This design comes from an exercise in tuning for small area on the open sky130 flow, not from production work.
In this exercise RTL edits were held to simulation tests only and were not proved equivalent to the original.
Power is estimated from default activity; no workload was simulated.

==> flow/design.v (excerpt) <==
module riscvCpu #(parameter PC_WIDTH = 32, INS_WIDTH = 32, REG_WIDTH = 32, IMMFULLWIDTH = 19, REG_ADDR_WIDTH = 5, TOTAL_REGS = 32) (
  input logic resetn,
  input logic clk,
  input logic [REG_WIDTH-1:0] regRdData1,
  input logic [REG_WIDTH-1:0] regRdData2,
  input logic [REG_WIDTH-1:0] memrdData,
  input logic [INS_WIDTH-1:0] InstrData,
  output logic [REG_ADDR_WIDTH-1:0] regWrAdr,
  output logic [REG_ADDR_WIDTH-1:0] regRdAdr1,
  output logic [REG_ADDR_WIDTH-1:0] regRdAdr2,
  output logic regWE,
  output logic [REG_WIDTH-1:0] regWrData,
  output logic [PC_WIDTH-1:0] memAdr,
  output logic [REG_WIDTH-1:0] memwrData,
  output logic memWE,
  output logic [PC_WIDTH-1:0] InstrAdr
);
For scale: ~2000 cells after synthesis, roughly 310 flip-flops, ~280 I/O pins, about 0.017 mm^2 of cells after synthesis.
Settings: LEC_CHECK=0, CAP_MARGIN=0, CORE_MARGIN=2, CORE_UTILIZATION=60, PLACE_DENSITY=0.75, SLEW_MARGIN=0; clock period 9.0 ns.
standard.sh (not shown) runs the stock make flow with config.mk's settings and CLKGATE_MAP_FILE= SYNTH_SCRIPT=/design/flow/synth_recipe.tcl, a recipe that flattens the netlist after the stock synthesis.
==> flow/flow/run.sh <==
#!/bin/bash
# Own layout flow: the standard ORFS flow (standard.sh) with these changes
# to how the layout is made:
#  * synthesis is the standard synthesis script, but adders are not
#    extracted into adder cells and ABC maps with an area-oriented script
#    (flow/synth.tcl, flow/abc_area.script); registers are unchanged;
#  * the input and output port buffers are the platform's smallest buffer
#    (sky130_fd_sc_hd__buf_1) instead of the delay buffer buffer_ports picks;
#  * clock tree synthesis inserts no dummy loads and builds the tree from
#    sky130_fd_sc_hd__clkbuf_4 and _8 buffers, in sink clusters of up to 16
#    within 60 um.
# make's full output goes to make_finish.log here; each ORFS step's log is
# copied here too.
set -euo pipefail
export FLOW_WORK="$PWD"
export FLOW_ABC_SCRIPT="$PWD/flow/abc_area.script"
bash standard.sh \
  "SYNTH_SCRIPT=$PWD/flow/synth.tcl" \
  "BUFFER_PORTS_ARGS=-buffer_cell sky130_fd_sc_hd__buf_1" \
  "CTS_ARGS=-sink_clustering_enable -repair_clock_nets -dont_use_dummy_load -buf_list {sky130_fd_sc_hd__clkbuf_4 sky130_fd_sc_hd__clkbuf_8} -sink_clustering_size 16 -sink_clustering_max_diameter 60" \
  finish > make_finish.log 2>&1
cp orfs/logs/sky130hd/riscvCpu/base/*.log . 2>/dev/null || true
==> flow/flow/abc_area.script <==
strash
&get -n
&st
&syn2
&dch -f
&nf -a -R 1000
&put
topo
dnsize -c
==> flow/flow/synth.tcl <==
# The standard synthesis (synth_recipe.tcl, sourced unchanged), with two
# changes to how the combinational logic is mapped: full and half adders are
# not extracted into the platform's adder cells (extract_fa does nothing), and
# Yosys's abc pass uses the area-oriented ABC script in abc_area.script instead
# of ORFS's script.
# Flip-flops are mapped before abc runs, so the registers, their names and
# their cell types are exactly those of the standard synthesis.
proc extract_fa {args} {
  puts "extract_fa: skipped, adders are mapped by abc"
}
proc abc {args} {
  set i [lsearch -exact $args -script]
  if { $i >= 0 } {
    set args [lreplace $args [expr {$i + 1}] [expr {$i + 1}] $::env(FLOW_ABC_SCRIPT)]
  }
  yosys abc {*}$args
}
source $::env(FLOW_WORK)/synth_recipe.tcl
The first run completed with no timing, DRC or antenna violations.
Edit:
==> flow/flow/abc_area.script (replaced) <==
strash
&get -n
&st
&syn2
&dch -f
&nf -a -R 1000
&put
topo
upsize -c
dnsize -c
CORE_UTILIZATION = 55   (was 60)
Effect: Power drops by 0.39%; final cell count went down by 0.81%; via count falls by 3.0%; design area is lower by 0.39%; wire length decreases by 1.3%.
Edit:
==> flow/flow/abc_area.script (replaced) <==
strash
&get -n
&st
&syn2
&dch -f
&nf -a -R 1000
&put
topo
dnsize -c
GPL_ROUTABILITY_DRIVEN = 0   (was not set)
=> Via count falls by 0.54%. Power drops by 0.31%. Area after synthesis came out lower by 1.3%. Global-route usage is lower by 3.4 points. Cell area barely changes. Non-clock buffer count is higher by 26.
Edit:
==> flow/flow/abc_area.script (replaced) <==
strash
&get -n
&st
&syn2
&dch -f
&nf -a -R 1000
&put
topo
stime -c
upsize -c
dnsize -c
upsize -c
dnsize -c
GPL_ROUTABILITY_DRIVEN = not set   (was 0)
The changed run completed without violations. Setup slack improved by 0.11 ns. Die area rose by about 1%. Power barely changes. Wire length came out higher by about 11%. Synthesized area climbs by about 1%. Cell area barely changes. Maximum frequency rose by about 1.3%. Sequential power barely changes. Via count increases by about 1%.

what the ideal ports hide:
No port has a modelled driver above. Below, the same layouts with a new extraction and two added sets of constraints.
Step 1: set_driving_cell puts a clkbuf_16 on clk and a buf_2 on each other input, an assumption about the parent block.
Step 2 adds t to the input delays and takes it off the output delays; t is the mean of the earliest and latest rising clock arrival at the registers after step 1. Input paths then give back, and output paths get back, about the clock's delay inside the block.
Slacks: ideal / step 1 / step 2; pairs: ideal / step 1.
run	t, ns	setup WS [ns]	worst setup path at the end	pins driven straight from the clock port
the first run	0.642	0.435 / 0.383 / 0.614	register to register	1
the second run	0.654	0.496 / 0.444 / 0.645	register to register	1
the third run	0.651	0.408 / 0.357 / 0.636	register to register	1
the fourth run	0.646	0.521 / 0.470 / 0.644	register to register	1
After both steps every run listed still meets setup and hold.
